Background: an optimization exercise with open tools, aiming at small area and a short achievable clock period. Do not read the settings as production practice.

==> flow/design.v <==
module mod_fold(input [31:0] a, output [22:0] s);
wire [3:0] t0_sel = a[31:28];
wire [19:0] t0 =
    ({20{t0_sel == 4'd1}} & 20'd635539) |
    ({20{t0_sel == 4'd2}} & 20'd36977) |
    ({20{t0_sel == 4'd3}} & 20'd672516) |
    ({20{t0_sel == 4'd4}} & 20'd73954) |
    ({20{t0_sel == 4'd5}} & 20'd709493) |
    ({20{t0_sel == 4'd6}} & 20'd110931) |
    ({20{t0_sel == 4'd7}} & 20'd746470) |
    ({20{t0_sel == 4'd8}} & 20'd147908) |
    ({20{t0_sel == 4'd9}} & 20'd783447) |
    ({20{t0_sel == 4'd10}} & 20'd184885) |
    ({20{t0_sel == 4'd11}} & 20'd820424) |
    ({20{t0_sel == 4'd12}} & 20'd221862) |
    ({20{t0_sel == 4'd13}} & 20'd857401) |
    ({20{t0_sel == 4'd14}} & 20'd258839) |
    ({20{t0_sel == 4'd15}} & 20'd894378);
wire [2:0] t1_sel = a[27:25];
wire [20:0] t1 =
    ({21{t1_sel == 3'd1}} & 21'd233705) |
    ({21{t1_sel == 3'd2}} & 21'd467410) |
    ({21{t1_sel == 3'd3}} & 21'd701115) |
    ({21{t1_sel == 3'd4}} & 21'd934820) |
    ({21{t1_sel == 3'd5}} & 21'd1168525) |
    ({21{t1_sel == 3'd6}} & 21'd168129) |
    ({21{t1_sel == 3'd7}} & 21'd401834);
wire [2:0] t2_sel = a[24:22];
wire [20:0] t2 =
    ({21{t2_sel == 3'd1}} & 21'd492001) |
    ({21{t2_sel == 3'd2}} & 21'd984002) |
    ({21{t2_sel == 3'd3}} & 21'd241902) |
    ({21{t2_sel == 3'd4}} & 21'd733903) |
    ({21{t2_sel == 3'd5}} & 21'd1225904) |
    ({21{t2_sel == 3'd6}} & 21'd483804) |
    ({21{t2_sel == 3'd7}} & 21'd975805);
assign s = a[21:0] + t0 + t1 + t2;
endmodule
module mod_top(input [22:0] s, output [21:0] x);
wire [2:0] k_sel = s[22:20];
wire [20:0] k =
    ({21{k_sel == 3'd1}} & 21'd1048576) |
    ({21{k_sel == 3'd2}} & 21'd863051) |
    ({21{k_sel == 3'd3}} & 21'd677526) |
    ({21{k_sel == 3'd4}} & 21'd492001) |
    ({21{k_sel == 3'd5}} & 21'd306476) |
    ({21{k_sel == 3'd6}} & 21'd120951) |
    ({21{k_sel == 3'd7}} & 21'd1169527);
assign x = s[19:0] + k;
endmodule
module mod_final(input [21:0] x, output [20:0] r);
wire [22:0] d = {1'b0, x} - 23'd1234101;
assign r = d[22] ? x[20:0] : d[20:0];
endmodule
module integer_division_modulus(input [31:0] a, output [20:0] r);
wire [22:0] s;
wire [21:0] x;
mod_fold A0 (.a(a), .s(s));
mod_top B0 (.s(s), .x(x));
mod_final C0 (.x(x), .r(r));
endmodule
module mod_reg(
    input clk,
    input [31:0] a,
    output reg [31:0] r
    );
wire [22:0] s;
wire [21:0] x;
wire [20:0] rc;
mod_fold A0 (.a(a), .s(s));
reg [22:0] q;
always @(posedge clk) q <= s;
mod_top B0 (.s(q), .x(x));
mod_final C0 (.x(x), .r(rc));
always @* r = {11'd0, rc};
endmodule
Settings: LEC_CHECK=0, CAP_MARGIN=20, CORE_MARGIN=2, CORE_UTILIZATION=40, SLEW_MARGIN=20; clock period 28.0 ns.
standard.sh (not shown) runs the stock make flow with config.mk's settings and CLKGATE_MAP_FILE= SYNTH_SCRIPT=/design/flow/synth_recipe.tcl, a recipe that flattens the netlist after the stock synthesis.
==> flow/flow/run.sh <==
#!/bin/bash
# The standard layout (standard.sh, the ORFS flow) with these changes:
#  - synthesis maps with flow/abc.script (flow/synth.tcl is synth_recipe.tcl with abc's script swapped);
#  - ports are buffered with buf_1 instead of the flow's default pick;
#  - any extra ORFS make variables listed in flow/knobs.txt (one per line).
# The make output goes to flow.log; each ORFS step keeps its own log under orfs/logs/.
set -euo pipefail
W=$PWD
sed -e "s#SYNTH_SCRIPT=[^ ]*#SYNTH_SCRIPT=$W/flow/synth.tcl#" standard.sh > my_standard.sh
export MY_ABC_SCRIPT=$W/flow/abc.script
EXTRA=()
if [[ -f flow/knobs.txt ]]; then
  while IFS= read -r line; do [[ -n "$line" ]] && EXTRA+=("$line"); done < flow/knobs.txt
fi
bash my_standard.sh "BUFFER_PORTS_ARGS=-buffer_cell sky130_fd_sc_hd__buf_1" "${EXTRA[@]}" finish > flow.log 2>&1
==> flow/flow/abc.script <==
strash
&get -n
&st
&synch2
&if -g -K 6
&synch2
&nf
&put
stime -p
==> flow/flow/synth.tcl <==
# synth_recipe.tcl with one change: abc maps with flow/abc.script (area-recovering
# mapping) instead of ORFS's speed script. Everything else is the standard synthesis.
proc synth {args} { yosys synth -nofsm -noshare {*}$args }
proc abc {args} {
  set i [lsearch -exact $args -script]
  if {$i >= 0} { lset args [expr {$i + 1}] $::env(MY_ABC_SCRIPT) }
  set i [lsearch -exact $args -D]
  if {$i >= 0} { set args [lreplace $args $i [expr {$i + 1}]] }
  if {[info exists ::env(MY_ABC_D)]} { lappend args -D $::env(MY_ABC_D) }
  yosys abc {*}$args
}
source $::env(SCRIPTS_DIR)/synth.tcl
# left out here: clear keep_hierarchy, flatten, clean up, hide names made inside functions, write 1_2_yosys.v
The first run completed without violations.
Next try:
==> flow/flow/abc.script (replaced) <==
strash
&get -n
&fraig -x
&put
scorr
dc2
dretime
strash
&get -n
&dch -f
&nf {D}
&put
buffer
upsize {D}
dnsize {D}
stime -p
==> flow/flow/knobs.txt (new file) <==
CTS_BUF_LIST=sky130_fd_sc_hd__clkbuf_4
After rerunning:
- The new run ran to the end with no violations
- wire length drops by 23%
- core utilization drops by 0.48 points
- worst setup slack gets worse by 0.29 ns
- sequential share of layout area climbs by 1.3 points
- cell count drops by 13%
- final area drops by 12%
- synthesized cell count drops by 16%
- clock-buffer cell count climbs by 1
Next try:
removed: flow/flow/knobs.txt
Count of clock-buffer cells in the layout is unchanged.
Via count rose by 0.45%.
Sequential share of layout area is about the same.
Next try:
==> flow/flow/knobs.txt (new file) <==
SETUP_SLACK_MARGIN=17.8
=> The changed run ran to the end with no violations; via count goes up by roughly a tenth; setup slack gets better by 0.98 ns; area after synthesis does not change; fmax goes up by roughly a tenth; core utilization goes up by 8.8 points; first-iteration DRC count goes down by a few percent.
No functional check of the RTL was part of any run of this note.

==> afterwards: timing with drivers on the ports <==
How much do the figures lean on ideal ports? The routed layouts below were timed once more, with nothing changed but the port constraints.
Step 1: set_driving_cell puts a clkbuf_16 on clk and a buf_2 on each other input, an assumption about the parent block.
Step 2 moves the port delays by t, midway between the first and last clock arrival at a register: inputs arrive t later, outputs are due t later. That takes back most of the time a late clock gives input paths.
Slacks: ideal / step 1 / step 2; pairs: ideal / step 1.
run	t, ns	setup WS [ns]	worst setup path after step 2	pins driven straight from the clock port
the first run	0.279	17.057 / 17.027 / 17.306	register to output	1
the second run	0.316	16.768 / 16.742 / 16.719	input to register	1
the third run	0.276	16.821 / 16.794 / 16.725	input to register	1
the fourth run	0.273	17.805 / 17.781 / 17.582	input to register	1
After both steps setup and hold are still met in every run listed. For the fourth run, which loses most, drivers alone change the setup slack by -0.024 ns; drivers and shift together by -0.223 ns.
